This design comes from an exercise in tuning for small area on the open sky130 flow, not from production work. The RTL was checked by simulation tests, not by an equivalence proof against the original design. Power figures rest on the tool's default switching activity, not on a simulated workload.

## config.mk

```make
export PLATFORM = sky130hd
export DESIGN_NAME = stopwatch
export DESIGN_NICKNAME = stopwatch
export VERILOG_FILES = /design/flow/design.v
export SDC_FILE = /design/flow/constraint.sdc
export NUM_CORES = 4
export LEC_CHECK = 0
export CAP_MARGIN = 20
export CORE_MARGIN = 2
export CORE_UTILIZATION = 40
export SLEW_MARGIN = 20
```

## constraint.sdc

```tcl
create_clock -name core_clock -period 10.0 [get_ports {clk}]
set_input_delay 2.0000 -clock core_clock [delete_from_list [all_inputs] [get_ports {clk}]]
set_output_delay 2.0000 -clock core_clock [all_outputs]
set_load 0.01 [all_outputs]
```

## design.v

```verilog
`timescale 1ns / 1ps
module clock_div(
    input clk,
    input rst,
    output reg two_hz_clk,
    output reg one_hz_clk,
    output reg four_hundred_hz_clk,
    output reg four_hz_clk
);
integer two_hz_cnt, one_hz_cnt, four_hundred_hz_cnt, four_hz_cnt;
always @ (posedge clk) begin
    if (rst) begin
        two_hz_cnt  <= 0;
        one_hz_cnt  <= 0;
        four_hundred_hz_cnt <= 0;
        four_hz_cnt <= 0;
        two_hz_clk <= 0;
        one_hz_clk <= 0;
        four_hundred_hz_clk <= 0;
        four_hz_clk <= 0;
    end
    else begin
        two_hz_cnt <= two_hz_cnt + 1;
        one_hz_cnt <= one_hz_cnt + 1;
        four_hundred_hz_cnt <= four_hundred_hz_cnt + 1;
        four_hz_cnt <= four_hz_cnt + 1;   
        if (two_hz_cnt == 50000 - 1) begin
            two_hz_clk <= 1;
            two_hz_cnt <= 0;
        end
        else begin
            two_hz_clk <= 0;
        end
        if (one_hz_cnt == 100000 - 1) begin
            one_hz_clk <= 1;
            one_hz_cnt <= 0;
        end
        else begin
            one_hz_clk <= 0;
        end
        if (four_hundred_hz_cnt == 250 - 1) begin
            four_hundred_hz_clk <= 1;
            four_hundred_hz_cnt <= 0;
        end
        else begin
            four_hundred_hz_clk <= 0;
        end
        if (four_hz_cnt == 25000 - 1) begin
            four_hz_clk <= 1;
            four_hz_cnt <= 0;
        end
        else begin
            four_hz_clk <= 0;
        end
    end
 end
endmodule
`timescale 1ns / 1ps
module dec_counter(
    input wire       clk,
    input wire       rst,
    input wire       en,
    output reg [3:0] count,
    output wire      c_out
);
    assign c_out = en && (count == 4'b 1001);
    always @(posedge clk) begin
        if (rst) begin
            count <= 4'b0000;
        end
        else if (en) begin
            if (count == 4'b 1001) begin
                count <= 4'b 0000;
            end
            else begin
                count <= count + 1;
            end
        end
    end
endmodule
`timescale 1ns / 1ps
module counter(
    input clk,
    input rst,
    input en,
    output wire [3:0] count_ones,
    output wire [3:0] count_tens,
    output wire c_out
);
    wire c_out_ones;
    wire rst_tens;
    dec_counter ones_place (
        .clk(clk),
        .rst(rst),
        .en(en),
        .count(count_ones),
        .c_out(c_out_ones)
    );
    dec_counter tens_place (
        .clk(clk),
        .rst(rst_tens),
        .en(c_out_ones),
        .count(count_tens),
        .c_out()
    );
    assign c_out = en && count_tens == 5 && count_ones == 9;
    assign rst_tens = rst || c_out;
endmodule
`timescale 1ns / 1ps
module debouncer(
    input wire clk,
    input wire rst,
    input wire en,
    input wire btn_in,
    output reg btn_state
);
    reg [2:0] hist;
    always @(posedge clk) begin
        if (rst) begin
            hist <= 3'b000;
            btn_state <= 0;
        end
        else if (en) begin
            hist <= {hist[1:0], btn_in};
            if (hist == 3'b110)
                btn_state <= ~btn_state;
        end
    end
endmodule
`timescale 1ns / 1ps
module ssd_converter(
    input  wire [3:0] n,
    output reg  [7:0] ssd
);
    always @(n) begin
        case (n)           
            4'h0: ssd = ~8'b00111111;  
            4'h1: ssd = ~8'b00000110;  
            4'h2: ssd = ~8'b01011011;  
            4'h3: ssd = ~8'b01001111;  
            4'h4: ssd = ~8'b01100110;  
            4'h5: ssd = ~8'b01101101;  
            4'h6: ssd = ~8'b01111101;  
            4'h7: ssd = ~8'b00000111;  
            4'h8: ssd = ~8'b01111111;  
            4'h9: ssd = ~8'b01101111;  
            default: ssd = ~8'b00000000;  
        endcase
    end
endmodule
`timescale 1ns / 1ps
module blink(
    input wire clk,
    input wire rst,
    input wire en,
    input wire enable,
    input wire [7:0] digit1,
    input wire [7:0] digit2,
    output reg [7:0] digit1_out,
    output reg [7:0] digit2_out
);
    reg show;
    always @(posedge clk) begin
        if (rst) begin
            show <= 0;
            digit1_out <= ~8'b00000000;
            digit2_out <= ~8'b00000000;
        end
        else if (en) begin
            show <= ~show;
            if (enable && !show) begin
                digit1_out <= ~8'b00000000;
                digit2_out <= ~8'b00000000;
            end
            else begin
                digit1_out <= digit1;
                digit2_out <= digit2;
            end
        end
     end
endmodule
`timescale 1ns / 1ps
module ssd_driver(
    input wire clk,
    input wire rst,
    input wire en,
    input wire [7:0] digit1,  
    input wire [7:0] digit2,
    input wire [7:0] digit3,
    input wire [7:0] digit4,
    output reg [7:0] cathode,
    output reg [3:0] anode
);
    integer i;
    integer i_last;
    always @(posedge clk) begin
        if (rst) begin
            anode <= 4'b1111;
            cathode <= ~8'b00000000;
            i <= 0;
            i_last <= 3;
        end
        else if (en) begin
            anode[i_last] <= 1;
            anode[i] <= 0;
            case (i)
                'd 0: cathode <= digit1;
                'd 1: cathode <= digit2;
                'd 2: cathode <= digit3;
                'd 3: cathode <= digit4;
            endcase
            i_last <= i;
            i <= (i + 1) % 4;
        end
    end
endmodule
`timescale 1ns / 1ps
module stopwatch(
    input           clk,
    input   [1:0]   sw,      
    input           btnS,    
    input           btnR,    
    output  [7:0]   seg,     
    output  [3:0]   an       
    );
    wire one_hz, two_hz, four_hz, four_hundred_hz;
    wire rst, pause;
    assign rst = btnR;
    wire adj = sw[0];
    wire sel = sw[1];
    clock_div cdiv(
        .clk(clk),
        .rst(rst),
        .one_hz_clk(one_hz),
        .two_hz_clk(two_hz),
        .four_hz_clk(four_hz),
        .four_hundred_hz_clk(four_hundred_hz)
    );
    debouncer pause_db(
        .clk(clk),
        .rst(rst),
        .en(four_hundred_hz),
        .btn_in(btnS),
        .btn_state(pause)
    );
    wire [3:0] ones_sec, tens_sec, ones_min, tens_min;
    wire counter_en, seconds_en, minutes_en, sec_overflow;
    assign counter_en = (adj) ? two_hz : (pause ? 1'b0 : one_hz);
    assign seconds_en = (adj && !sel) ? 1'b0 : counter_en;
    assign minutes_en = (adj && !sel) ? counter_en : (adj ? 1'b0 : sec_overflow);
    counter seconds(
        .clk(clk),
        .rst(rst),
        .en(seconds_en),
        .count_ones(ones_sec),
        .count_tens(tens_sec),
        .c_out(sec_overflow)
    );
    counter minutes(
        .clk(clk),
        .rst(rst),
        .en(minutes_en),
        .count_ones(ones_min),
        .count_tens(tens_min),
        .c_out()
    );
    wire [7:0] digit1, digit2, digit3, digit4;
    ssd_converter sec_ones_convert(
        .n(ones_sec),
        .ssd(digit1)
    );
    ssd_converter sec_tens_convert(
        .n(tens_sec),
        .ssd(digit2)
    );
    ssd_converter min_ones_convert(
        .n(ones_min),
        .ssd(digit3)
    );
    ssd_converter min_tens_convert(
        .n(tens_min),
        .ssd(digit4)
    );
    wire [7:0] digit1_blink, digit2_blink, digit3_blink, digit4_blink;
    blink secBlink(
        .clk(clk),
        .rst(rst),
        .en(four_hz),
        .enable(adj && sel),
        .digit1(digit1),
        .digit2(digit2),
        .digit1_out(digit1_blink),
        .digit2_out(digit2_blink)
    );
    blink minBlink(
        .clk(clk),
        .rst(rst),
        .en(four_hz),
        .enable(adj && !sel),
        .digit1(digit3),
        .digit2(digit4),
        .digit1_out(digit3_blink),
        .digit2_out(digit4_blink)
    );
    ssd_driver driver(
        .clk(clk),
        .rst(rst),
        .en(four_hundred_hz),
        .digit1(digit1_blink),
        .digit2(digit2_blink),
        .digit3(digit3_blink),
        .digit4(digit4_blink),
        .cathode(seg),
        .anode(an)
    );
endmodule
```

## run.sh

```bash
#!/bin/bash
# synth_recipe.tcl (not shown) runs the flow's synth.tcl, then flattens the netlist and writes it again
# the make line also repeats each setting of config.mk as NAME=value (left out here)
make -C /OpenROAD-flow-scripts/flow DESIGN_CONFIG=/design/flow/config.mk WORK_HOME=/design/flow/orfs CLKGATE_MAP_FILE= SYNTH_SCRIPT=/design/flow/synth_recipe.tcl finish
```

==> results of run 1 <==
## power groups by stage
stage / sequential (mW) / clock [mW] / combinational [mW]
floorplan: 0.935 / 0 / 0.0256
global placement: 0.936 / 0 / 0.0339
detailed placement: 0.936 / 0 / 0.0338
CTS: 0.916 / 0.927 / 0.0343
global route: 0.916 / 0.965 / 0.0382
finish: 0.916 / 0.899 / 0.0337
## kinds of logic after synthesis
logic type | after synthesis
and+or+nand+nor | 537
DFF | 227
AOI/OAI and AO/OA | 182
xor gates and xnor gates | 123
buffers and inverters | 100
adders and majority gates | 37
muxes | 14
other | 1
## per-layer routing
metal	vias to the layer above	routed length [um]
met5	-	0
met4	0	535
met3	35	609
met2	87	8820
met1	3741	10600
li1	4217	-
## synth_stat cells (all sizes together), types with 5 or more instances
cell type | count | share of area [%]
dfxtp | 227 | 43
nor2 | 179 | 6.4
nand2 | 120 | 4.3
xor2 | 71 | 5.9
xnor2 | 52 | 4.3
a21oi | 48 | 2.5
inv | 47 | 1.7
nand3 | 45 | 2.1
clkbuf | 44 | 1.6
o21ai | 38 | 1.8
ha | 37 | 4.4
o22ai | 32 | 1.9
nand4 | 30 | 1.8
nor4 | 29 | 1.8
and3 | 26 | 1.6
nor3 | 22 | 1.1
and4 | 13 | 1.1
mux2i | 13 | 1.2
o211ai | 13 | 0.93
or3 | 13 | 0.78
and2 | 10 | 0.60
nor2b | 10 | 0.60
buf | 9 | 0.50
nand2b | 9 | 0.54
or2 | 9 | 0.54
a22oi | 8 | 0.62
a31oi | 7 | 0.42
nor4b | 7 | 0.64
a21o | 5 | 0.36
## flip-flops by register name, indices dropped and copies added, names as in the netlist, 7 cells and up
register	cells
minBlink.digit1	7
cdiv.two_hz_cnt	32
secBlink.digit2_out	7
minBlink.digit1_out	7
cdiv.four_hz_cnt	32
secBlink.digit1	7
minBlink.digit2	7
secBlink.digit1_out	7
secBlink.digit2	7
cdiv.four_hundred_hz_cnt	32
driver.cathode	7
minBlink.digit2_out	7
cdiv.one_hz_cnt	32
## layout make-up
cell class                 instances  area, sq um  share of cell area, %
multi-input combinational        894         5550                   47.5
sequential                       227         4540                   38.9
clock buffer                      33          696                   5.95
tap                              335          419                   3.58
timing repair buffer              22          198                   1.69
inverter                          47          176                   1.51
clock inverter                    10          111                  0.952
## worst register-to-register path: cells and delay by family (launching register included)
| family | cells | cell delay, ns |
|---|---|---|
| compound gates | 7 | 1.36 |
| fa+ha+maj | 1 | 0.25 |
| flops | 1 | 0.41 |
| simple gates | 3 | 1.03 |
## worst max path at each step
stage,from,endpoint,slack (ns),cells past startpoint
2_1_floorplan,sw[0],minBlink.digit2[0]$_DFF_P_,5.72,12
3_3_place_gp,sw[0],minBlink.digit2[3]$_DFF_P_,4.81,13
3_5_place_dp,sw[0],minBlink.digit2[4]$_DFF_P_,4.74,12
4_1_cts,sw[0],minBlink.digit2[4]$_DFF_P_,5.28,12
5_1_grt,sw[0],minBlink.digit2[4]$_DFF_P_,4.87,12
6_report,sw[0],minBlink.digit2[4]$_DFF_P_,5.24,12
## through the flow
step                      power (mW)  instance area, sq um  hold slack [ns]  setup slack, ns  std cells
after floorplan                0.960                 10500            0.413             5.72       1221
after global placement         0.970                 10900            0.427             4.81       1525
after detailed placement       0.970                 10900            0.433             4.74       1525
after CTS                       1.88                 11700            0.442             5.28       1568
after global routing            1.92                 11700            0.456             4.87       1568
final                           1.85                 11700            0.444             5.24       1568
==> summary.txt, run 1 <==
crit path max fanout 13; Net Sw Power 0.389 mW; Clk pwr share 48.6%; crit start category primary input; sequential fraction of the synthesis area 43.3%; Comb pwr share 1.8%; register-to-register setup slack 6.87 ns; arrival time at the worst endpoint 5.19 ns; initial antenna violation count 0; largest family of logic cells by synthesized area simple AND/OR/NAND/NOR gates; YS warnings 6; Post-synth EDFFs 0; Post-Synthesis Cells 1221; die area 27500 sq um; TritonCTS Buffers 25; CTS tree built; Final min period 4.76 ns; Internal Pwr Total 1.46 mW; layout cells sized above 1 6.65%; Switching Fraction 21.0%; Primary FF master, synth dfxtp_1; most frequent cells in the layout dfxtp_1 (227), nor2_1 (178), nand2_1 (120); Hold WC Path Type reg -> reg; CP Capture Type register; commonest non-fill, non-tap cell in the layout dfxtp_1; crit-path max cell delay 0.55 ns; PD cells 158 nW/um^2; Reg power frac 49.6%; Simple-Gate Fraction of Synth Area 25.1%; Initial Util 40.5%; outcome no timing/DRC/antenna violations; reg2reg path depth 11; 1st-iter DRT viols 476; routed wire length 20500 um; maxcap violations 0; number of I/O pins 17; Setup Fix Bufs, Post-CTS 0; largest net degree at the start of global routing 55; die width 166 um; TNS Setup 0 ns; Top Usage Layer GRT met2; # port buffers 15; post-synthesis adder-cell area fraction 4.42%; slowest CP cell clkdlybuf4s50_1; WL/cell 13.1 um; post_cts resized 0; async set-reset flop share out of synthesis 0%; clk root buf clkbuf_16; Pre-Repair DR Iteration Count 4; vias in the first global route 7529; WP data required 10.44 ns; Routed Antenna Nets 0; first-pass GRT wire length 36100 um; Critical path buffers and inverters 1; gr ovfl total 0; R2R Path Start seconds.tens_place.count[1]$_SDFFE_PP0P_; detailed-route via count 8080; most frequent CP cell o21ai_0; capturing point of the worst reg2reg path minBlink.digit2[4]$_DFF_P_; post-synth cell types 75; Clock Pin Slew Worst Setup and Hold Paths 0.06 ns; synthesized net count 1263; antenna cells 0; Synth Cell Area 10500 sq um; crit-path cells clkdlybuf4s50_1 -> nor3b_2 -> o2111ai_4 -> a21o_1 -> nor3_1 -> a21oi_1 -> or2_2 -> ha_1 -> o21ai_0 -> a221o_1 -> o21ai_0 -> o32ai_1; GR Util met1 21.5%; DRC violations left 0; Worst slew margin 44.1%; # fillers 2524; met3 usage 2.26%; Final Max Slew Viols 0; Core Area 25900 sq um; fin util 45.1%; maximum vdd drop 0.000147 V; htree depth 1; final period utilization 47.6%; GRT Util Overall 14.9%; HP Start cdiv.one_hz_cnt[0]$_SDFF_PP0_; Layout area overhead 11.5%; CTS Buffer Depth 3; Min-Delay Endpoint cdiv.one_hz_cnt[0]$_SDFF_PP0_; RSZ-0062 raised after global routing no; syn avg cell area 8.59 sq um; LEAKAGE 4.22 nW; HPWL after DPL 13900 um; Worst Hold Depth 1; GPL Wtd Cong 0.807; post-synthesis mux area share 1.35%; Least-Margin Pin Slew 0.835 ns; # hold bufs at CTS 0; Setup violations, final 0; Peak Freq 210 MHz; Compound-Gate Fraction of Synth Area 11.7%; CP Class in -> reg; row count 59; Vert. Die Dim 166 um; CP delay by family, top compound AO/OA/AOI/OAI gates; clock sink count 227; GR Util met2 23.0%; clk_skew 0.0149 ns; clock latency on the worst-skew pair 0.52 ns; xor/xnor share of the synthesized area 10.3%; net count reported at finish 1259; via density per instance 5.15; number of hold violations in the final report 0; register bit count reported by yosys 227
==> run 2: changes to the inputs <==
==> design.v (replaced) <==
`timescale 1ns / 1ps
module stopwatch(
    input           clk,
    input   [1:0]   sw,      
    input           btnS,    
    input           btnR,    
    output  [7:0]   seg,     
    output  [3:0]   an       
    );
    wire rst = btnR;
    wire adj = sw[0];
    wire sel = sw[1];
    reg [7:0] c1;
    reg [6:0] c2;
    reg [1:0] c3;
    wire [16:0] inc = {c3, c2, c1} + 17'd1;
    wire t400 = &c1;
    wire t4   = t400 & (&c2);
    always @(posedge clk) begin
        if (rst) begin
            c1 <= 8'd5;
            c2 <= 7'd28;
            c3 <= 2'd0;
        end
        else begin
            c1 <= inc[7:0] | {5'b0, t400, t400, 1'b0};
            c2 <= inc[14:8] | {2'b0, t4, t4, t4, 2'b0};
            c3 <= inc[16:15];
        end
    end
    reg [2:0] hist;
    reg pause;
    always @(posedge clk) begin
        if (t400)
            hist[2] <= hist[1];
        if (rst) begin
            hist[1:0] <= 2'b00;
            pause <= 1'b0;
        end
        else if (t400) begin
            hist[1:0] <= {hist[0], btnS};
            if (hist == 3'b110)
                pause <= ~pause;
        end
    end
    reg [3:0] so, mo;
    reg [2:0] st, mt;
    reg ps, pm, bs, bm;
    wire so9 = so == 4'd9;
    wire mo9 = mo == 4'd9;
    wire [3:0] so_n = ps ? (so9 ? 4'd0 : so + 4'd1) : so;
    wire [2:0] st_n = (ps & so9) ? ((st == 3'd5) ? 3'd0 : st + 3'd1) : st;
    wire [3:0] mo_n = pm ? (mo9 ? 4'd0 : mo + 4'd1) : mo;
    wire [2:0] mt_n = (pm & mo9) ? ((mt == 3'd5) ? 3'd0 : mt + 3'd1) : mt;
    wire hz1 = &c3;
    wire hz2 = c3[0];
    wire sec_en = adj ? (sel & hz2) : (~pause & hz1);
    wire min_en = adj ? (~sel & hz2) : (sec_en & so_n == 4'd9 & st_n == 3'd5);
    wire noshow = ~c3[0];
    always @(posedge clk) begin
        if (rst) begin
            so <= 4'd0; st <= 3'd0; mo <= 4'd0; mt <= 3'd0;
            ps <= 1'b0; pm <= 1'b0;
            bs <= 1'b1; bm <= 1'b1;
        end
        else if (t4) begin
            so <= so_n; st <= st_n; mo <= mo_n; mt <= mt_n;
            ps <= sec_en;
            pm <= min_en;
            bs <= adj & sel & noshow;
            bm <= adj & ~sel & noshow;
        end
    end
    reg [3:0] code;
    reg started;
    wire [1:0] pos = c2[1:0] - 2'd1;
    always @(posedge clk) begin
        if (rst) begin
            code <= 4'hf;
            started <= 1'b0;
        end
        else if (t400) begin
            started <= 1'b1;
            case (c2[1:0])
                2'd0: code <= bs ? 4'hf : so;
                2'd1: code <= bs ? 4'hf : {1'b0, st};
                2'd2: code <= bm ? 4'hf : mo;
                2'd3: code <= bm ? 4'hf : {1'b0, mt};
            endcase
        end
    end
    assign an[0] = ~(started & pos == 2'd0);
    assign an[1] = ~(started & pos == 2'd1);
    assign an[2] = ~(started & pos == 2'd2);
    assign an[3] = ~(started & pos == 2'd3);
    wire [6:0] seg_l =          
        (code == 4'h0) ? ~7'b0111111 :
        (code == 4'h1) ? ~7'b0000110 :
        (code == 4'h2) ? ~7'b1011011 :
        (code == 4'h3) ? ~7'b1001111 :
        (code == 4'h4) ? ~7'b1100110 :
        (code == 4'h5) ? ~7'b1101101 :
        (code == 4'h6) ? ~7'b1111101 :
        (code == 4'h7) ? ~7'b0000111 :
        (code == 4'h8) ? ~7'b1111111 :
        (code == 4'h9) ? ~7'b1101111 :
                         ~7'b0000000;
    assign seg = {1'b1, seg_l};
endmodule
==> flow/run.sh (new file) <==
#!/bin/bash
# Standard ORFS layout (the standard.sh) with two changes:
#  - port buffers are buf_1 instead of the default choice,
#  - CTS inserts no dummy load cells and uses small clock buffers.
set -euo pipefail
export BUFFER_PORTS_ARGS="-buffer_cell sky130_fd_sc_hd__buf_1"
export CTS_ARGS="-sink_clustering_enable -repair_clock_nets -dont_use_dummy_load -buf_list sky130_fd_sc_hd__clkbuf_4"
bash standard.sh > standard_make.log 2>&1
==> standard.sh (new file) <==
#!/bin/bash
# synth_recipe.tcl (not shown) runs the flow's synth.tcl, then flattens the netlist and writes it again
# the make line also repeats each setting of config.mk as NAME=value (left out here)
make -C /OpenROAD-flow-scripts/flow DESIGN_CONFIG=/design/flow/config.mk WORK_HOME=/design/flow/orfs CLKGATE_MAP_FILE= SYNTH_SCRIPT=/design/flow/synth_recipe.tcl "${@:-finish}"
removed: run.sh
==> summary.txt, run 2 <==
outcome no timing/DRC/antenna violations; # hold bufs at CTS 0; crit path max fanout 11; most frequent cells in the layout dfxtp_1 (43), nor2_1 (25), nand2_1 (23); initial antenna violation count 0; TNS Setup 0 ns; LEAKAGE 0.734 nW; cell with the most instances after synthesis dfxtp_1; Final Max Slew Viols 0; TritonCTS Buffers 5; Core Area 5440 sq um; Initial Util 41.2%; htree depth 2; CTS Buffer Depth 2; # port buffers 15; synthesized net count 273; post_cts resized 0; crit-path cells or3_1 -> and3_1 -> o21ai_0 -> buf_1; CP Class reg -> out; Setup violations, final 0; Peak Freq 275 MHz; WP data required 8.00 ns; number of hold violations in the final report 0; layout cells sized above 1 5.15%; via density per instance 5.46; sequential fraction of the synthesis area 39.8%; commonest non-fill, non-tap cell in the layout dfxtp_1; top cell type by total area after synthesis dfxtp_1; WL/cell 12.8 um; Pre-Repair DR Iteration Count 4; maximum vdd drop 0.0000892 V; detailed-route via count 1878; Primary FF master, synth dfxtp_1; clock sink count 44; clock latency on the worst-skew pair 0.35 ns; net count reported at finish 280; Post-Synthesis Cells 267; Synth Cell Area 2240 sq um; Critical path buffers and inverters 1; Place WS 6.63 ns; HPWL after DPL 3000 um; GPL Wtd Cong 0.786; register bit count reported by yosys 44; register-to-register setup slack 7.47 ns; CP delay by family, top simple AND/OR/NAND/NOR gates; Clock Pin Slew Worst Setup and Hold Paths 0.12 ns; GRT Util Overall 15.3%; arrival time at the worst endpoint 1.64 ns; maxcap violations 0; Worst slew margin 54.0%; crit-path max cell delay 0.43 ns; Vert. Die Dim 78.8 um; Post-synth EDFFs 1; Hold WC Path Type reg -> reg; async set-reset flop share out of synthesis 0%; DRC violations left 0; syn avg cell area 8.38 sq um; row count 27; clk root buf clkbuf_4; final period utilization 36.4%; die area 6210 sq um; max reg flops 8; share of the synthesized area in the top cell type 38.5%; YS warnings 1; antenna cells 0; crit start category register; CTS tree built; Routed Antenna Nets 0; largest net degree at the start of global routing 42; Least-Margin Pin Slew 0.689 ns; vias in the first global route 1661; die width 78.8 um; gr ovfl total 0; slowest CP cell dfxtp_1; worst setup margin 6.36 ns; number of I/O pins 17; most frequent cells after synthesis dfxtp_1 (43), nor2_1 (25), nand2_1 (23); post-synth cell types 49; clk_skew 0.00657 ns; CP Capture Type output pin; Final min period 3.64 ns; 1st-iter DRT viols 150; routed wire length 4390 um; Reg with most FFs c1; first-pass GRT wire length 7570 um; Layout area overhead 5.31%; RSZ-0062 raised after global routing no; Largest regs c1: 8 flops, c2: 7 flops; top post-synthesis cells by area dfxtp_1 (38%), a21oi_1 (4.2%), nor2_1 (4.2%); Setup Fix Bufs, Post-CTS 0; PD cells 114 nW/um^2
run 2: changes by cell type in the layout (fill, tap and decap cells not counted), sizes merged, moves of 40 or more:
| cell | delta |
|---|---|
| xnor2 | -44 |
| xor2 | -63 |
| dfxtp | -184 |
| nand2 | -97 |
| nor2 | -154 |
| inv | -40 |
run 2: where the power goes:
group          internal [mW]  switching, mW  total (mW)  leakage, nW
Sequential             0.178        0.00309       0.181        0.357
Clock                 0.0236         0.0538      0.0774       0.0230
Combinational        0.00408        0.00646      0.0105        0.354
run 2: path summary, 6_finish.rpt:
path	depth (start not counted)	start	end
worst max-delay path	4	code[1]$_SDFFE_PP1P_	seg[3]
worst min-delay path	1	c1[0]$_SDFF_PP1_	c1[0]$_SDFF_PP1_
worst max register to register	4	c2[0]$_SDFF_PP0_	mo[3]$_SDFFE_PP0P_
worst min register to register	1	c1[0]$_SDFF_PP1_	c1[0]$_SDFF_PP1_
run 2: area by class of cell:
type                            count  area, sq um
Multi-Input combinational cell    197         1230
Fill cell                         566         3080
Sequential cell                    44          891
Tap cell                           72         90.1
Clock buffer                        5         37.5
Timing Repair Buffer               17         71.3
Inverter                            9         33.8
run 2: kinds of logic (layout without fill, tap and decap cells):
| logic type | Yosys count | count (layout) | share of synthesized area [%] |
|---|---|---|---|
| flops | 44 | 44 | 39.8 |
| simple gates | 115 | 115 | 28.6 |
| mux | 8 | 8 | 3.58 |
| fa+ha+maj | 1 | 1 | 0.559 |
| compound gates | 56 | 56 | 15.9 |
| xor+xnor | 16 | 16 | 6.26 |
| buf+inv | 26 | 31 | 5.09 |
| other cells | 1 | 1 | 0.168 |
run 2: stage by stage:
step / hold slack, ns / std cells / util (%) / power [mW] / instance area [sq um]
global placement: 0.432 / 339 / 42.7 / 0.196 / 2320
detailed placement: 0.437 / 339 / 42.7 / 0.196 / 2320
floorplan: 0.408 / 267 / - / 0.193 / 2240
finish: 0.461 / 344 / 43.3 / 0.269 / 2360
global route: 0.494 / 344 / 43.3 / 0.281 / 2360
CTS: 0.467 / 344 / 43.3 / 0.273 / 2360
run 2: layer usage:
metal,GRT usage (%),wire (um),vias to the layer above
met5,0,0,-
met1,20.6,2270,881
met3,3.18,128,5
met4,5.79,48,0
met2,24.0,1940,19
li1,-,-,973
==> run 3: changes to the inputs <==
==> run.sh (new file) <==
#!/bin/bash
# synth_recipe.tcl (not shown) runs the flow's synth.tcl, then flattens the netlist and writes it again
# the make line also repeats each setting of config.mk as NAME=value (left out here)
make -C /OpenROAD-flow-scripts/flow DESIGN_CONFIG=/design/flow/config.mk WORK_HOME=/design/flow/orfs CLKGATE_MAP_FILE= SYNTH_SCRIPT=/design/flow/synth_recipe.tcl finish
removed: flow/run.sh
removed: standard.sh
==> summary.txt, run 3 <==
row count 27; CTS tree built; WP data required 8.00 ns; Peak Freq 253 MHz; Largest regs c1: 8 flops, c2: 7 flops; CP Capture Type output pin; GPL Wtd Cong 0.772; Routed Antenna Nets 0; clk root buf clkbuf_8; RSZ-0062 raised after global routing no; GR Util met2 25.6%; post-route insts no fill 347; Switching Fraction 21.3%; Top Usage Layer GRT met2; share of the synthesized area in the top cell type 38.5%; Comb pwr share 3.5%; # port buffers 15; post_cts resized 0; WL/cell 13.1 um; first-pass GRT wire length 7960 um; number of hold violations in the final report 0; clock latency on the worst-skew pair 0.30 ns; top post-synthesis cells by area dfxtp_1 (38%), a21oi_1 (4.2%), nor2_1 (4.2%); HPWL after DPL 3090 um; Post-Place Cells 339; Final min period 3.96 ns; syn avg cell area 8.38 sq um; max reg flops 8; Initial Util 41.2%; # fillers 548; clock sink count 44; antenna cells 0; Core Area 5440 sq um; via density per instance 5.27; Setup Fix Bufs, Post-CTS 0; YS warnings 1; die area 6210 sq um; Least-Margin Pin Slew 0.679 ns; # hold bufs at CTS 0; fin util 46.4%; Clk pwr share 41.1%; Vert. Die Dim 78.8 um; maximum vdd drop 0.0000703 V; TritonCTS Buffers 5; layout cells sized above 1 5.82%; synthesized net count 273; top cell type by total area after synthesis dfxtp_1; sequential fraction of the synthesis area 39.8%; Reg power frac 55.4%; outcome no timing/DRC/antenna violations; crit start category register; crit path max fanout 11; CTS Buffer Depth 2; routed wire length 4540 um; PD cells 130 nW/um^2; clk_skew 0.0134 ns; final period utilization 39.6%; largest net degree at the start of global routing 42; Reg with most FFs c1; detailed-route via count 1829; cell with the most instances after synthesis dfxtp_1; vias in the first global route 1704; number of I/O pins 17; DRC violations left 0; async set-reset flop share out of synthesis 0%; TNS Setup 0 ns; most frequent cells after synthesis dfxtp_1 (43), nor2_1 (25), nand2_1 (23); 1st-iter DRT viols 102; Synth Cell Area 2240 sq um; Post-synth EDFFs 1; Setup violations, final 0; htree depth 2; GR Util met1 21.1%; WHS 0.451 ns; Layout area overhead 12.6%; Internal Pwr Total 0.257 mW; LEAKAGE 0.813 nW; die width 78.8 um; Final Max Slew Viols 0; register bit count reported by yosys 44; gr ovfl total 0; Post-Synthesis Cells 267; net count reported at finish 280; maxcap violations 0; Clock Pin Slew Worst Setup and Hold Paths 0.09 ns; Worst slew margin 54.7%; CP Class reg -> out; met3 usage 3.86%; Net Sw Power 0.0698 mW; GRT Util Overall 15.9%; most frequent cells in the layout dfxtp_1 (43), nor2_1 (25), nand2_1 (23); Pre-Repair DR Iteration Count 4; Primary FF master, synth dfxtp_1; arrival time at the worst endpoint 1.96 ns; Hold WC Path Type reg -> reg; commonest non-fill, non-tap cell in the layout dfxtp_1; post-synth cell types 49; initial antenna violation count 0
## run 3: cell counts after synthesis
No cell type changed its count.
## run 3: layer usage
metal  wire length, um  share of wire [%]
met1              2380                 52
met3               128                2.8
met5                 0                  0
met2              1990                 44
met4                44               0.97
## run 3: power by group through the flow
stage | clock network, mW | logic (mW) | registers, mW
after floorplan | 0 | 0.00833 | 0.185
after global placement | 0 | 0.0116 | 0.185
after detailed placement | 0 | 0.0116 | 0.185
after CTS | 0.139 | 0.0117 | 0.181
after global routing | 0.146 | 0.0133 | 0.182
final | 0.134 | 0.0116 | 0.181
## run 3: kinds of logic (layout without fill, tap and decap cells)
family | after synthesis | in the layout | share of synthesized area [%]
other | 1 | 1 | 0.168
buffers and inverters | 26 | 34 | 5.09
AND/OR/NAND/NOR | 115 | 115 | 28.6
adder cells (fa/ha/maj) | 1 | 1 | 0.559
flip-flops | 44 | 44 | 39.8
XOR/XNOR | 16 | 16 | 6.26
multiplexers | 8 | 8 | 3.58
AO/OA/AOI/OAI | 56 | 56 | 15.9
## run 3: path summary, 6_finish.rpt
kind	start	endpoint	slack (ns)	cells after the start
max reg2reg	c2[0]$_SDFF_PP0_	mt[0]$_SDFFE_PP0P_	7.46	4
min reg2reg	c1[0]$_SDFF_PP1_	c1[0]$_SDFF_PP1_	0.45	1
max	code[1]$_SDFFE_PP1P_	seg[3]	6.04	4
min	c1[0]$_SDFF_PP1_	c1[0]$_SDFF_PP1_	0.45	1
## run 3: critical path: stages, from the launching register on
cell and delay [ns]:
dfxtp_1 0.41, or3_1 0.39, and3_1 0.17, o21ai_0 0.13, clkdlybuf4s50_1 0.55
## run 3: through the flow
step	power, mW	area (sq um)	worst slack [ns]
detailed placement	0.197	2410	6.26
CTS	0.332	2520	6.03
finish	0.327	2520	6.04
global placement	0.197	2410	6.33
global route	0.341	2520	5.94
floorplan	0.193	2240	6.85
## run 3: cell type report
cell class                 instances  area, sq um  area share (%)
clock buffer                       6         72.6            2.88
multi-input combinational        197         1230            48.9
tap                               72         90.1            3.57
timing repair buffer              17          165            6.55
sequential                        44          891            35.3
clock inverter                     2         35.0            1.39
inverter                           9         33.8            1.34
==> run 4: changes to the inputs <==
--- a/design.v
+++ b/design.v
@@ -47,4 +47,5 @@
     reg [2:0] st, mt;
     reg ps, pm, bs, bm;
+    reg mtp, bmp;    
     wire so9 = so == 4'd9;
     wire mo9 = mo == 4'd9;
@@ -52,5 +53,4 @@
     wire [2:0] st_n = (ps & so9) ? ((st == 3'd5) ? 3'd0 : st + 3'd1) : st;
     wire [3:0] mo_n = pm ? (mo9 ? 4'd0 : mo + 4'd1) : mo;
-    wire [2:0] mt_n = (pm & mo9) ? ((mt == 3'd5) ? 3'd0 : mt + 3'd1) : mt;
     wire hz1 = &c3;
     wire hz2 = c3[0];
@@ -60,34 +60,41 @@
     always @(posedge clk) begin
         if (rst) begin
-            so <= 4'd0; st <= 3'd0; mo <= 4'd0; mt <= 3'd0;
+            so <= 4'd0; st <= 3'd0; mo <= 4'd0;
             ps <= 1'b0; pm <= 1'b0;
-            bs <= 1'b1; bm <= 1'b1;
+            bs <= 1'b1; bmp <= 1'b1;
         end
         else if (t4) begin
-            so <= so_n; st <= st_n; mo <= mo_n; mt <= mt_n;
+            so <= so_n; st <= st_n; mo <= mo_n;
             ps <= sec_en;
             pm <= min_en;
             bs <= adj & sel & noshow;
-            bm <= adj & ~sel & noshow;
+            bmp <= adj & ~sel & noshow;
         end
     end
-    reg [3:0] code;
-    reg started;
-    wire [1:0] pos = c2[1:0] - 2'd1;
     always @(posedge clk) begin
         if (rst) begin
-            code <= 4'hf;
-            started <= 1'b0;
+            mt <= 3'd0;
+            mtp <= 1'b0;
+            bm <= 1'b1;
         end
         else if (t400) begin
-            started <= 1'b1;
-            case (c2[1:0])
-                2'd0: code <= bs ? 4'hf : so;
-                2'd1: code <= bs ? 4'hf : {1'b0, st};
-                2'd2: code <= bm ? 4'hf : mo;
-                2'd3: code <= bm ? 4'hf : {1'b0, mt};
-            endcase
+            if (mtp)
+                mt <= (mt == 3'd5) ? 3'd0 : mt + 3'd1;
+            mtp <= t4 & pm & mo9;
+            bm <= bmp;
         end
     end
+    reg started;
+    always @(posedge clk) begin
+        if (rst)
+            started <= 1'b0;
+        else if (t400)
+            started <= 1'b1;
+    end
+    wire [1:0] pos = c2[1:0] - 2'd1;
+    wire [3:0] code = (pos == 2'd0) ? (bs ? 4'hf : so) :
+                      (pos == 2'd1) ? (bs ? 4'hf : {1'b0, st}) :
+                      (pos == 2'd2) ? (bm ? 4'hf : mo) :
+                                      (bm ? 4'hf : {1'b0, mt});
     assign an[0] = ~(started & pos == 2'd0);
     assign an[1] = ~(started & pos == 2'd1);
==> flow/run.sh (new file) <==
#!/bin/bash
# Layout flow: the standard ORFS flow (standard.sh) with three changes.
#  1. Synthesis is the standard one, but ABC maps the logic with the
#     area-oriented script flow/abc_area.script (registers are mapped before
#     ABC runs, so they are the standard synthesis's, with the same names).
#  2. Port buffers are buf_1 (buffer_ports -buffer_cell).
#  3. CTS inserts no dummy loads and uses the buffers given in flow/cts_args.
# Each step's output goes to a log file of its own in this folder.
set -euo pipefail
W=$(pwd)
rm -rf "$W/scripts_area"
cp -r "$FLOW_HOME/scripts" "$W/scripts_area"
cp "$W/flow/abc_area.script" "$W/scripts_area/abc_area.script"
SCRIPTS_DIR="$W/scripts_area" ABC_AREA=1 bash standard.sh synth > "$W/synth.log" 2>&1
export BUFFER_PORTS_ARGS="-buffer_cell sky130_fd_sc_hd__buf_1"
export CTS_ARGS="$(cat "$W/flow/cts_args")"
bash standard.sh > "$W/layout.log" 2>&1
==> flow/abc_area.script (new file) <==
strash
dc2
dch -f
amap
strash
dc2
dch -f
amap
topo
==> flow/cts_args (new file) <==
-sink_clustering_enable -repair_clock_nets -dont_use_dummy_load -buf_list {sky130_fd_sc_hd__clkbuf_2 sky130_fd_sc_hd__clkbuf_4 sky130_fd_sc_hd__clkbuf_8}
==> standard.sh (new file) <==
#!/bin/bash
# synth_recipe.tcl (not shown) runs the flow's synth.tcl, then flattens the netlist and writes it again
# the make line also repeats each setting of config.mk as NAME=value (left out here)
make -C /OpenROAD-flow-scripts/flow DESIGN_CONFIG=/design/flow/config.mk WORK_HOME=/design/flow/orfs CLKGATE_MAP_FILE= SYNTH_SCRIPT=/design/flow/synth_recipe.tcl "${@:-finish}"
removed: run.sh
==> summary.txt, run 4 <==
outcome no timing/DRC/antenna violations; Reg with most FFs c1; clk root buf clkbuf_8; # port buffers 15; most frequent cells in the layout nor2_1 (48), dfxtp_1 (41), clkinv_1 (30); clock sink count 42; synthesized net count 255; Pre-Repair DR Iteration Count 4; cell with the most instances after synthesis nor2_1; # fillers 484; Post-Synthesis Cells 249; htree depth 2; clock latency on the worst-skew pair 0.30 ns; WHS 0.406 ns; RSZ-0062 raised after global routing no; Power Total 0.276 mW; maxcap violations 0; GRT Util Overall 16.0%; R2R Path Start c1[0]$_SDFF_PP1_; post-route insts no fill 323; final period utilization 46.6%; Vert. Die Dim 72.8 um; die area 5290 sq um; number of hold violations in the final report 0; antenna cells 0; PD cells 133 nW/um^2; detailed-route via count 1692; routed wire length 3900 um; Largest regs c1: 8 flops, c2: 7 flops; LEAKAGE 0.686 nW; initial antenna violation count 0; Post-synth EDFFs 1; TritonCTS Buffers 5; async set-reset flop share out of synthesis 0%; row count 25; CTS Buffer Depth 2; layout cells sized above 1 2.23%; maximum vdd drop 0.0000535 V; Worst Hold Depth 1; arrival time at the worst endpoint 2.66 ns; crit path max fanout 6; largest net degree at the start of global routing 28; top post-synthesis cells by area dfxtp_1 (43%), nor2_1 (9.5%), clkinv_1 (6.0%); GPL Wtd Cong 0.852; Peak Freq 214 MHz; Setup violations, final 0; vias in the first global route 1449; number of I/O pins 17; die width 72.8 um; CP Class reg -> out; DRC violations left 0; YS warnings 1; fin util 45.0%; most frequent cells after synthesis nor2_1 (48), dfxtp_1 (41), clkinv_1 (30); HPWL after DPL 2860 um; max reg flops 8; Synth Cell Area 1890 sq um; Core Area 4630 sq um; first-pass GRT wire length 6520 um; share of the synthesized area in the top cell type 43.4%; CTS tree built; register-to-register setup slack 6.26 ns; Primary FF master, synth dfxtp_1; reg2reg path depth 15; # hold bufs at CTS 0; sequential fraction of the synthesis area 45.0%; TNS Setup 0 ns; post-synth cell types 32; top cell type by total area after synthesis dfxtp_1; Routed Antenna Nets 0; syn avg cell area 7.59 sq um; HP Start c1[0]$_SDFF_PP1_; Setup Fix Bufs, Post-CTS 0; Critical Path Start c2[0]$_SDFF_PP0_; net count reported at finish 277; via density per instance 5.24; 1st-iter DRT viols 104; capturing point of the worst reg2reg path mo[3]$_SDFFE_PP0P_; Final min period 4.66 ns; Post-Place Cells 318; Initial Util 40.8%; WL/cell 12.1 um; register bit count reported by yosys 42; clk_skew 0.0161 ns; WP data required 8.00 ns; Layout area overhead 10.2%; Clock Pin Slew Worst Setup and Hold Paths 0.08 ns; post_cts resized 0; Min-Delay Endpoint c1[0]$_SDFF_PP1_; CP Capture Type output pin; Final Max Slew Viols 0; commonest non-fill, non-tap cell in the layout nor2_1; Hold WC Path Type reg -> reg; crit start category register; gr ovfl total 0
## run 4: cell count changes after synthesis, sizes merged, moves of 6 or more
cell | previous run | this run
xnor2 | 8 | 0
inv | 8 | 0
or4b | 6 | 0
nor2 | 25 | 48
a211oi | 0 | 8
nand4 | 7 | 0
mux2i | 8 | 0
xor2 | 8 | 0
clkbuf | 13 | 0
clkinv | 1 | 30
## run 4: how the worst max path moves through the flow
stage | to | depth (start not counted) | slack (ns)
final | seg[6] | 10 | 5.34
after global routing | seg[3] | 13 | 4.95
after CTS | seg[6] | 10 | 5.32
after detailed placement | seg[6] | 10 | 5.67
after global placement | seg[1] | 11 | 5.70
after floorplan | seg[1] | 10 | 6.01
## run 4: area by class of cell
type,instances,area [sq um],share of cell area (%)
timing repair buffer,16,63.8,3.06
inverter,30,113,5.41
multi-input combinational,176,920,44.1
clock buffer,5,68.8,3.30
tap,54,67.6,3.24
sequential,42,851,40.8
## run 4: stage by stage
stage	setup WS, ns	instance area [sq um]
2_1_floorplan	6.01	1890
3_3_place_gp	5.70	2010
4_1_cts	5.32	2080
5_1_grt	4.95	2080
3_5_place_dp	5.67	2010
6_report	5.34	2080
## run 4: power breakdown
part | switching (mW) | internal [mW] | total (mW)
sequential | 0.00101 | 0.170 | 0.171
combinational | 0.00617 | 0.00318 | 0.00935
clock | 0.0513 | 0.0450 | 0.0963
## run 4: logic make-up (layout without fill, tap and decap cells)
| group | count (synthesis) | after routing | synth area share, % |
|---|---|---|---|
| compound gates | 70 | 70 | 24.1 |
| fa+ha+maj | 1 | 1 | 0.662 |
| buf+inv | 31 | 51 | 6.35 |
| flops | 42 | 42 | 45.0 |
| other cells | 1 | 1 | 0.198 |
| simple gates | 104 | 104 | 23.7 |
## run 4: routing by layer
layer / track usage, % / vias up / share of wire, %
li1: - / 924 / -
met1: 21.3 / 731 / 51
met2: 24.1 / 26 / 42
met3: 3.87 / 11 / 3.5
met4: 7.82 / 0 / 2.7
met5: 0 / - / 0
## run 4: critical path: stages, from the launching register on
cell      delay, ns
dfxtp_1        0.40
clkinv_1       0.14
nor2_1         0.36
nand2_1        0.17
o22ai_1        0.28
clkinv_1       0.19
nor2_1         0.23
nor2_1         0.10
nor2_1         0.14
o221a_1        0.20
buf_1          0.15
==> run 5: changes to the inputs <==
==> flow/cts_args (replaced) <==
-sink_clustering_enable -repair_clock_nets -dont_use_dummy_load -buf_list sky130_fd_sc_hd__clkbuf_8 -sink_clustering_size 50 -sink_clustering_max_diameter 200
==> summary.txt, run 5 <==
Simple-Gate Fraction of Synth Area 23.7%; 1st-iter DRT viols 104; die area 5290 sq um; htree depth 2; Initial Util 40.8%; most frequent cells in the layout nor2_1 (48), dfxtp_1 (41), clkinv_1 (30); R2R Path Start c1[0]$_SDFF_PP1_; Peak Freq 214 MHz; RSZ-0062 raised after global routing no; LEAKAGE 0.686 nW; GRT Util Overall 16.0%; HPWL after DPL 2860 um; Post-Synthesis Cells 249; via density per instance 5.24; Worst Hold Depth 1; Hold WC Path Type reg -> reg; YS warnings 1; max reg flops 8; net count reported at finish 277; top post-synthesis cells by area dfxtp_1 (43%), nor2_1 (9.5%), clkinv_1 (6.0%); layout cells sized above 1 2.23%; Final Max Slew Viols 0; fin util 45.0%; Reg with most FFs c1; Core Area 4630 sq um; Layout area overhead 10.2%; post-synth cell types 32; sequential fraction of the synthesis area 45.0%; share of the synthesized area in the top cell type 43.4%; Min-Delay Endpoint c1[0]$_SDFF_PP1_; CP Capture Type output pin; synthesized net count 255; gr ovfl total 0; post_cts resized 0; number of I/O pins 17; crit path max fanout 6; Compound-Gate Fraction of Synth Area 24.1%; arrival time at the worst endpoint 2.66 ns; capturing point of the worst reg2reg path mo[3]$_SDFFE_PP0P_; Clock Pin Slew Worst Setup and Hold Paths 0.08 ns; most frequent cells after synthesis nor2_1 (48), dfxtp_1 (41), clkinv_1 (30); initial antenna violation count 0; number of hold violations in the final report 0; crit start category register; post-synthesis adder-cell area fraction 0.662%; detailed-route via count 1692; clock sink count 42; TritonCTS Buffers 5; WL/cell 12.1 um; xor/xnor share of the synthesized area 0%; CTS tree built; GPL Wtd Cong 0.852; HP Start c1[0]$_SDFF_PP1_; row count 25; CTS Buffer Depth 2; routed wire length 3900 um; commonest non-fill, non-tap cell in the layout nor2_1; PD cells 133 nW/um^2; clk_skew 0.0161 ns; die width 72.8 um; Pre-Repair DR Iteration Count 4; final period utilization 46.6%; async set-reset flop share out of synthesis 0%; Setup violations, final 0; TNS Setup 0 ns; DRC violations left 0; clk root buf clkbuf_8; Synth Cell Area 1890 sq um; Final min period 4.66 ns; register bit count reported by yosys 42; Critical Path Start c2[0]$_SDFF_PP0_; maxcap violations 0; Vert. Die Dim 72.8 um; maximum vdd drop 0.0000535 V; CP Class reg -> out; # port buffers 15; vias in the first global route 1449; antenna cells 0; clock latency on the worst-skew pair 0.30 ns; largest net degree at the start of global routing 28; largest family of logic cells by synthesized area compound AO/OA/AOI/OAI gates; Setup Fix Bufs, Post-CTS 0; register-to-register setup slack 6.26 ns; first-pass GRT wire length 6520 um; cell with the most instances after synthesis nor2_1; top cell type by total area after synthesis dfxtp_1; syn avg cell area 7.59 sq um; reg2reg path depth 15; Largest regs c1: 8 flops, c2: 7 flops; WP data required 8.00 ns; Primary FF master, synth dfxtp_1; # hold bufs at CTS 0; Post-synth EDFFs 1; Routed Antenna Nets 0; post-synthesis mux area share 0%; outcome no timing/DRC/antenna violations
[run 5: through the flow]
stage                     setup slack [ns]  hold slack, ns  cells  total power [mW]  area, sq um
after detailed placement              5.67           0.391    318             0.184         2010
after global routing                  4.95           0.442    323             0.289         2080
after global placement                5.70           0.388    318             0.184         2010
after CTS                             5.32           0.411    323             0.282         2080
after floorplan                       6.01           0.376    249             0.180         1890
final                                 5.34           0.406    323             0.276         2080
[run 5: per-layer routing]
layer	share of wire (%)	vias up	GRT usage [%]
met4	2.7	0	7.82
met1	51	731	21.3
met5	0	-	0
li1	-	924	-
met3	3.5	11	3.87
met2	42	26	24.1
[run 5: kinds of logic (layout without fill, tap and decap cells)]
logic type | count (synthesis) | in the layout
other | 1 | 1
AOI/OAI and AO/OA | 70 | 70
DFF | 42 | 42
buffers and inverters | 31 | 51
and+or+nand+nor | 104 | 104
adders and majority gates | 1 | 1
[run 5: final cells by class]
cell class | instances | area [sq um]
Tap cell | 54 | 67.6
Sequential cell | 42 | 851
Inverter | 30 | 113
Multi-Input combinational cell | 176 | 920
Fill cell | 484 | 2550
Clock buffer | 5 | 68.8
Timing Repair Buffer | 16 | 63.8
[run 5: worst max-delay path by stage]
stage | endpoint | slack [ns] | cells past startpoint
6_report | seg[6] | 5.34 | 10
5_1_grt | seg[3] | 4.95 | 13
4_1_cts | seg[6] | 5.32 | 10
3_5_place_dp | seg[6] | 5.67 | 10
3_3_place_gp | seg[1] | 5.70 | 11
2_1_floorplan | seg[1] | 6.01 | 10
[run 5: power breakdown]
| part | internal [mW] | total [mW] | leakage, nW | switching, mW |
|---|---|---|---|---|
| combinational | 0.00318 | 0.00935 | 0.310 | 0.00617 |
| sequential | 0.170 | 0.171 | 0.341 | 0.00101 |
| clock | 0.0450 | 0.0963 | 0.0359 | 0.0513 |
[run 5: critical path, cell delays in order (launching register included)]
cell and delay, ns:
dfxtp_1 0.40, clkinv_1 0.14, nor2_1 0.36, nand2_1 0.17, o22ai_1 0.28, clkinv_1 0.19, nor2_1 0.23, nor2_1 0.10
nor2_1 0.14, o221a_1 0.20, buf_1 0.15
==> run 6: changes to the inputs <==
==> flow/cts_args (replaced) <==
-sink_clustering_enable -repair_clock_nets -dont_use_dummy_load -buf_list sky130_fd_sc_hd__clkbuf_8
==> summary.txt, run 6 <==
Synth Cell Area 1890 sq um; outcome no timing/DRC/antenna violations; Routed Antenna Nets 0; Final Max Slew Viols 0; die width 72.8 um; DRC violations left 0; fin util 45.0%; maxcap violations 0; clk_skew 0.0161 ns; WP data required 8.00 ns; cell with the most instances after synthesis nor2_1; post_cts resized 0; # port buffers 15; most frequent cells after synthesis nor2_1 (48), dfxtp_1 (41), clkinv_1 (30); via density per instance 5.24; row count 25; number of hold violations in the final report 0; Setup violations, final 0; initial antenna violation count 0; Layout area overhead 10.2%; WL/cell 12.1 um; CP Capture Type output pin; crit start category register; net count reported at finish 277; most frequent cells in the layout nor2_1 (48), dfxtp_1 (41), clkinv_1 (30); Setup Fix Bufs, Post-CTS 0; TNS Setup 0 ns; crit path max fanout 6; # hold bufs at CTS 0; top cell type by total area after synthesis dfxtp_1; layout cells sized above 1 2.23%; number of I/O pins 17; 1st-iter DRT viols 104; Initial Util 40.8%; share of the synthesized area in the top cell type 43.4%; CTS tree built; final period utilization 46.6%; syn avg cell area 7.59 sq um; maximum vdd drop 0.0000535 V; CP Class reg -> out; Hold WC Path Type reg -> reg; Largest regs c1: 8 flops, c2: 7 flops; first-pass GRT wire length 6520 um; RSZ-0062 raised after global routing no; synthesized net count 255; arrival time at the worst endpoint 2.66 ns; register bit count reported by yosys 42; Primary FF master, synth dfxtp_1; antenna cells 0; routed wire length 3900 um; die area 5290 sq um; WHS 0.406 ns; htree depth 2; clock latency on the worst-skew pair 0.30 ns; Vert. Die Dim 72.8 um; GPL Wtd Cong 0.852; Core Area 4630 sq um; Reg with most FFs c1; gr ovfl total 0; Clock Pin Slew Worst Setup and Hold Paths 0.08 ns; LEAKAGE 0.686 nW; commonest non-fill, non-tap cell in the layout nor2_1; top post-synthesis cells by area dfxtp_1 (43%), nor2_1 (9.5%), clkinv_1 (6.0%); CTS Buffer Depth 2; HPWL after DPL 2860 um; post-synth cell types 32; PD cells 133 nW/um^2; vias in the first global route 1449; YS warnings 1; async set-reset flop share out of synthesis 0%; detailed-route via count 1692; register-to-register setup slack 6.26 ns; max reg flops 8; clock sink count 42; Post-synth EDFFs 1; Peak Freq 214 MHz; Final min period 4.66 ns; clk root buf clkbuf_8; Pre-Repair DR Iteration Count 4; Post-Synthesis Cells 249; TritonCTS Buffers 5; GRT Util Overall 16.0%; sequential fraction of the synthesis area 45.0%; largest net degree at the start of global routing 28
run 6: cell counts after synthesis:
No cell type changed its count.
run 6: path summary, 6_finish.rpt:
check | start | endpoint | cells past startpoint
worst max-delay path | c2[0]$_SDFF_PP0_ | seg[6] | 10
worst min-delay path | c1[0]$_SDFF_PP1_ | c1[0]$_SDFF_PP1_ | 1
worst max register to register | c1[0]$_SDFF_PP1_ | mo[3]$_SDFFE_PP0P_ | 15
worst min register to register | c1[0]$_SDFF_PP1_ | c1[0]$_SDFF_PP1_ | 1
run 6: kinds of logic (layout without fill, tap and decap cells):
kind of cell / after synthesis / count (layout) / share of synthesized area, %
other: 1 / 1 / 0.198
DFF: 42 / 42 / 45.0
adders and majority gates: 1 / 1 / 0.662
buffers and inverters: 31 / 51 / 6.35
AOI/OAI and AO/OA: 70 / 70 / 24.1
and+or+nand+nor: 104 / 104 / 23.7
run 6: final cells by class:
| cell class | count | area, sq um |
|---|---|---|
| flip-flops and latches | 42 | 851 |
| fillers | 484 | 2550 |
| inverters | 30 | 113 |
| well taps | 54 | 67.6 |
| multi-input cells | 176 | 920 |
| clock buffers | 5 | 68.8 |
| repair buffers | 16 | 63.8 |
run 6: power breakdown:
| part | total (mW) | leakage [nW] | internal [mW] | switching (mW) |
|---|---|---|---|---|
| clock | 0.0963 | 0.0359 | 0.0450 | 0.0513 |
| sequential | 0.171 | 0.341 | 0.170 | 0.00101 |
| combinational | 0.00935 | 0.310 | 0.00318 | 0.00617 |
| total | 0.276 | 0.686 | 0.218 | 0.0585 |
run 6: metrics by stage:
step                cells  power (mW)  worst slack (ns)  cell area (sq um)
floorplan             249       0.180              6.01               1890
global placement      318       0.184              5.70               2010
detailed placement    318       0.184              5.67               2010
CTS                   323       0.282              5.32               2080
global route          323       0.289              4.95               2080
finish                323       0.276              5.34               2080
run 6: metal layers:
metal  track usage (%)  wire, um  vias up  share of wire [%]
li1                  -         -      924                  -
met1              21.3      2010      731                 51
met2              24.1      1650       26                 42
met3              3.87       137       11                3.5
met4              7.82       107        0                2.7
met5                 0         0        -                  0
run 6: worst max-delay path, stage by stage (launching register included):
cell and delay, ns:
dfxtp_1 0.40, clkinv_1 0.14, nor2_1 0.36, nand2_1 0.17, o22ai_1 0.28, clkinv_1 0.19, nor2_1 0.23, nor2_1 0.10
nor2_1 0.14, o221a_1 0.20, buf_1 0.15
==> run 7: changes to the inputs <==
--- a/design.v
+++ b/design.v
@@ -85,11 +85,5 @@
         end
     end
-    reg started;
-    always @(posedge clk) begin
-        if (rst)
-            started <= 1'b0;
-        else if (t400)
-            started <= 1'b1;
-    end
+    wire started = ~((c2 == 7'd28) & bs & bmp);
     wire [1:0] pos = c2[1:0] - 2'd1;
     wire [3:0] code = (pos == 2'd0) ? (bs ? 4'hf : so) :
==> flow/abc_area.script (replaced) <==
strash
&get -n
&deepsyn -T 30
&put
dch -f
amap
topo
==> summary.txt, run 7 <==
capturing point of the worst reg2reg path mtp$_SDFFE_PP0P_; CTS Buffer Depth 2; Pre-Repair DR Iteration Count 4; Least-Margin Pin Slew 0.900 ns; DRC violations left 0; Critical Path Start c2[0]$_SDFF_PP0_; number of I/O pins 17; Vert. Die Dim 70.8 um; CP Capture Type output pin; Worst slew margin 40.0%; net count reported at finish 263; row count 24; syn avg cell area 7.57 sq um; crit start category register; via density per instance 5.13; register bit count reported by yosys 41; Setup violations, final 0; arrival time at the worst endpoint 2.64 ns; worst setup margin 5.36 ns; share of the synthesized area in the top cell type 44.8%; Core Area 4320 sq um; htree depth 2; vias in the first global route 1406; CP Class reg -> out; layout cells sized above 1 1.96%; commonest non-fill, non-tap cell in the layout nor2_1; number of hold violations in the final report 0; RSZ-0062 raised after global routing no; largest net degree at the start of global routing 20; synthesized net count 242; Hold WC Path Type reg -> reg; final period utilization 46.4%; WL/cell 12.0 um; 1st-iter DRT viols 101; sequential fraction of the synthesis area 46.5%; CTS tree built; GPL Wtd Cong 0.874; PD cells 140 nW/um^2; clk root buf clkbuf_8; Final min period 4.64 ns; post_cts resized 0; # port buffers 15; fin util 45.5%; post-synth cell types 31; Setup Fix Bufs, Post-CTS 0; Primary FF master, synth dfxtp_1; clock sink count 41; Largest regs c1: 8 flops, c2: 7 flops; # hold bufs at CTS 0; crit path to seg[1]; crit path max fanout 7; TNS Setup 0 ns; first-pass GRT wire length 6210 um; initial antenna violation count 0; max reg flops 8; top cell type by total area after synthesis dfxtp_1; detailed-route via count 1574; maximum vdd drop 0.0000695 V; antenna cells 0; Initial Util 41.3%; WP data required 8.00 ns; async set-reset flop share out of synthesis 0%; Post-synth EDFFs 1; maxcap violations 0; gr ovfl total 0; Power Total 0.275 mW; Reg with most FFs c1; cell with the most instances after synthesis nor2_1; HPWL after DPL 2760 um; WHS 0.404 ns; Post-Synthesis Cells 236; LEAKAGE 0.656 nW; Routed Antenna Nets 0; die width 70.8 um; Final Max Slew Viols 0; Peak Freq 215 MHz; clk_skew 0.0231 ns; TritonCTS Buffers 5; top post-synthesis cells by area dfxtp_1 (45%), nor2_1 (8.8%), clkinv_1 (7.8%); reg2reg path depth 14; R2R Path Start c1[0]$_SDFF_PP1_; routed wire length 3670 um; YS warnings 1; Clock Pin Slew Worst Setup and Hold Paths 0.09 ns; most frequent cells after synthesis nor2_1 (42), dfxtp_1 (40), clkinv_1 (37); die area 5020 sq um; clock latency on the worst-skew pair 0.30 ns; Layout area overhead 10.2%; Place WS 5.71 ns; outcome no timing/DRC/antenna violations; most frequent cells in the layout nor2_1 (42), dfxtp_1 (40), clkinv_1 (37); Synth Cell Area 1790 sq um; GRT Util Overall 15.7%; register-to-register setup slack 6.46 ns
==> run 7: cell types whose count changed in the layout (fill, tap and decap cells not counted), moves of 4 or more <==
cell	before	now
clkinv_1	30	37
a21oi_1	19	13
nor2_1	48	42
o21ai_0	14	20
a221oi_1	5	0
a22oi_1	4	0
==> run 7: layout make-up <==
cell class              instances  area [sq um]
flip-flops and latches         41           831
repair buffers                 15          56.3
inverters                      37           139
multi-input cells             157           810
clock buffers                   5          68.8
fillers                       467          2350
well taps                      52          65.1
==> run 7: power breakdown <==
part / internal [mW] / switching (mW) / total (mW) / leakage [nW]
combinational: 0.00359 / 0.00729 / 0.0109 / 0.287
sequential: 0.166 / 0.00133 / 0.168 / 0.333
clock: 0.0450 / 0.0519 / 0.0970 / 0.0359
==> run 7: worst min-delay path by stage <==
stage                     startpoint  cells after the start  slack (ns)                to
floorplan           c1[0]$_SDFF_PP1_                      1        0.38  c1[0]$_SDFF_PP1_
global placement    c1[0]$_SDFF_PP1_                      1        0.39  c1[0]$_SDFF_PP1_
detailed placement  c1[0]$_SDFF_PP1_                      1        0.39  c1[0]$_SDFF_PP1_
CTS                 c1[0]$_SDFF_PP1_                      1        0.41  c1[0]$_SDFF_PP1_
global route        c1[0]$_SDFF_PP1_                      1        0.43  c1[0]$_SDFF_PP1_
finish              c1[0]$_SDFF_PP1_                      1        0.40  c1[0]$_SDFF_PP1_
==> run 7: layer usage <==
layer	up-vias	track usage, %	wire [um]
li1	843	-	-
met1	693	21.0	1820
met2	32	24.6	1600
met3	6	4.42	192
met4	0	5.03	55
met5	-	0	0
==> run 7: critical path, stage by stage (launching register included) <==
cell and delay, ns:
dfxtp_1 0.45, nand2_1 0.19, o22a_1 0.20, o221ai_1 0.34, nand2_1 0.14, nand2_1 0.11
o21ai_0 0.10, o21ai_0 0.12, o31ai_1 0.14, or2_0 0.25, o21ai_0 0.14, buf_1 0.17
==> run 7: cells by family after synthesis <==
kind of cell,count (synthesis),synth area share [%]
and+or+nand+nor,93,22.4
DFF,41,46.5
other,1,0.210
AOI/OAI and AO/OA,62,22.0
adders and majority gates,1,0.700
buffers and inverters,38,8.19
==> run 7: through the flow <==
step | instances | area, sq um
after CTS | 307 | 1970
after floorplan | 236 | 1790
final | 307 | 1970
after global routing | 307 | 1970
after global placement | 302 | 1900
after detailed placement | 302 | 1900

-- re-timing with driven ports --
Ports are ideal in the flow. The routed layouts listed here were re-timed in OpenROAD. Step 1: set_driving_cell puts a clkbuf_16 on clk and a buf_2 on each other input, an assumption about the parent block. Step 2 adds t to the input delays and takes it off the output delays; t is the mean of the earliest and latest rising clock arrival at the registers after step 1. Input paths then give back, and output paths get back, about the clock's delay inside the block. a / b / c = no drivers / after step 1 / after step 2; a / b = the first two.
run | t, ns | setup WS [ns] | worst register clock-pin slew, ns | worst slew at a driven data input, ns
run 1 | 0.565 | 5.242 / 5.270 / 4.705 | 0.06 / 0.06 | 0.03
run 2 | 0.370 | 6.358 / 6.332 / 6.639 | 0.12 / 0.12 | 0.03
run 3 | 0.321 | 6.045 / 6.016 / 6.250 | 0.09 / 0.09 | 0.03
run 4 | 0.315 | 5.336 / 5.309 / 5.623 | 0.08 / 0.08 | 0.03
run 5 | 0.315 | 5.336 / 5.309 / 5.623 | 0.08 / 0.08 | 0.03
run 6 | 0.315 | 5.336 / 5.309 / 5.623 | 0.08 / 0.08 | 0.03
run 7 | 0.309 | 5.356 / 5.331 / 5.641 | 0.09 / 0.09 | 0.03
After both steps every run listed still meets setup and hold. For run 1, which loses most, drivers alone change the setup slack by +0.028 ns; drivers and shift together by -0.537 ns.
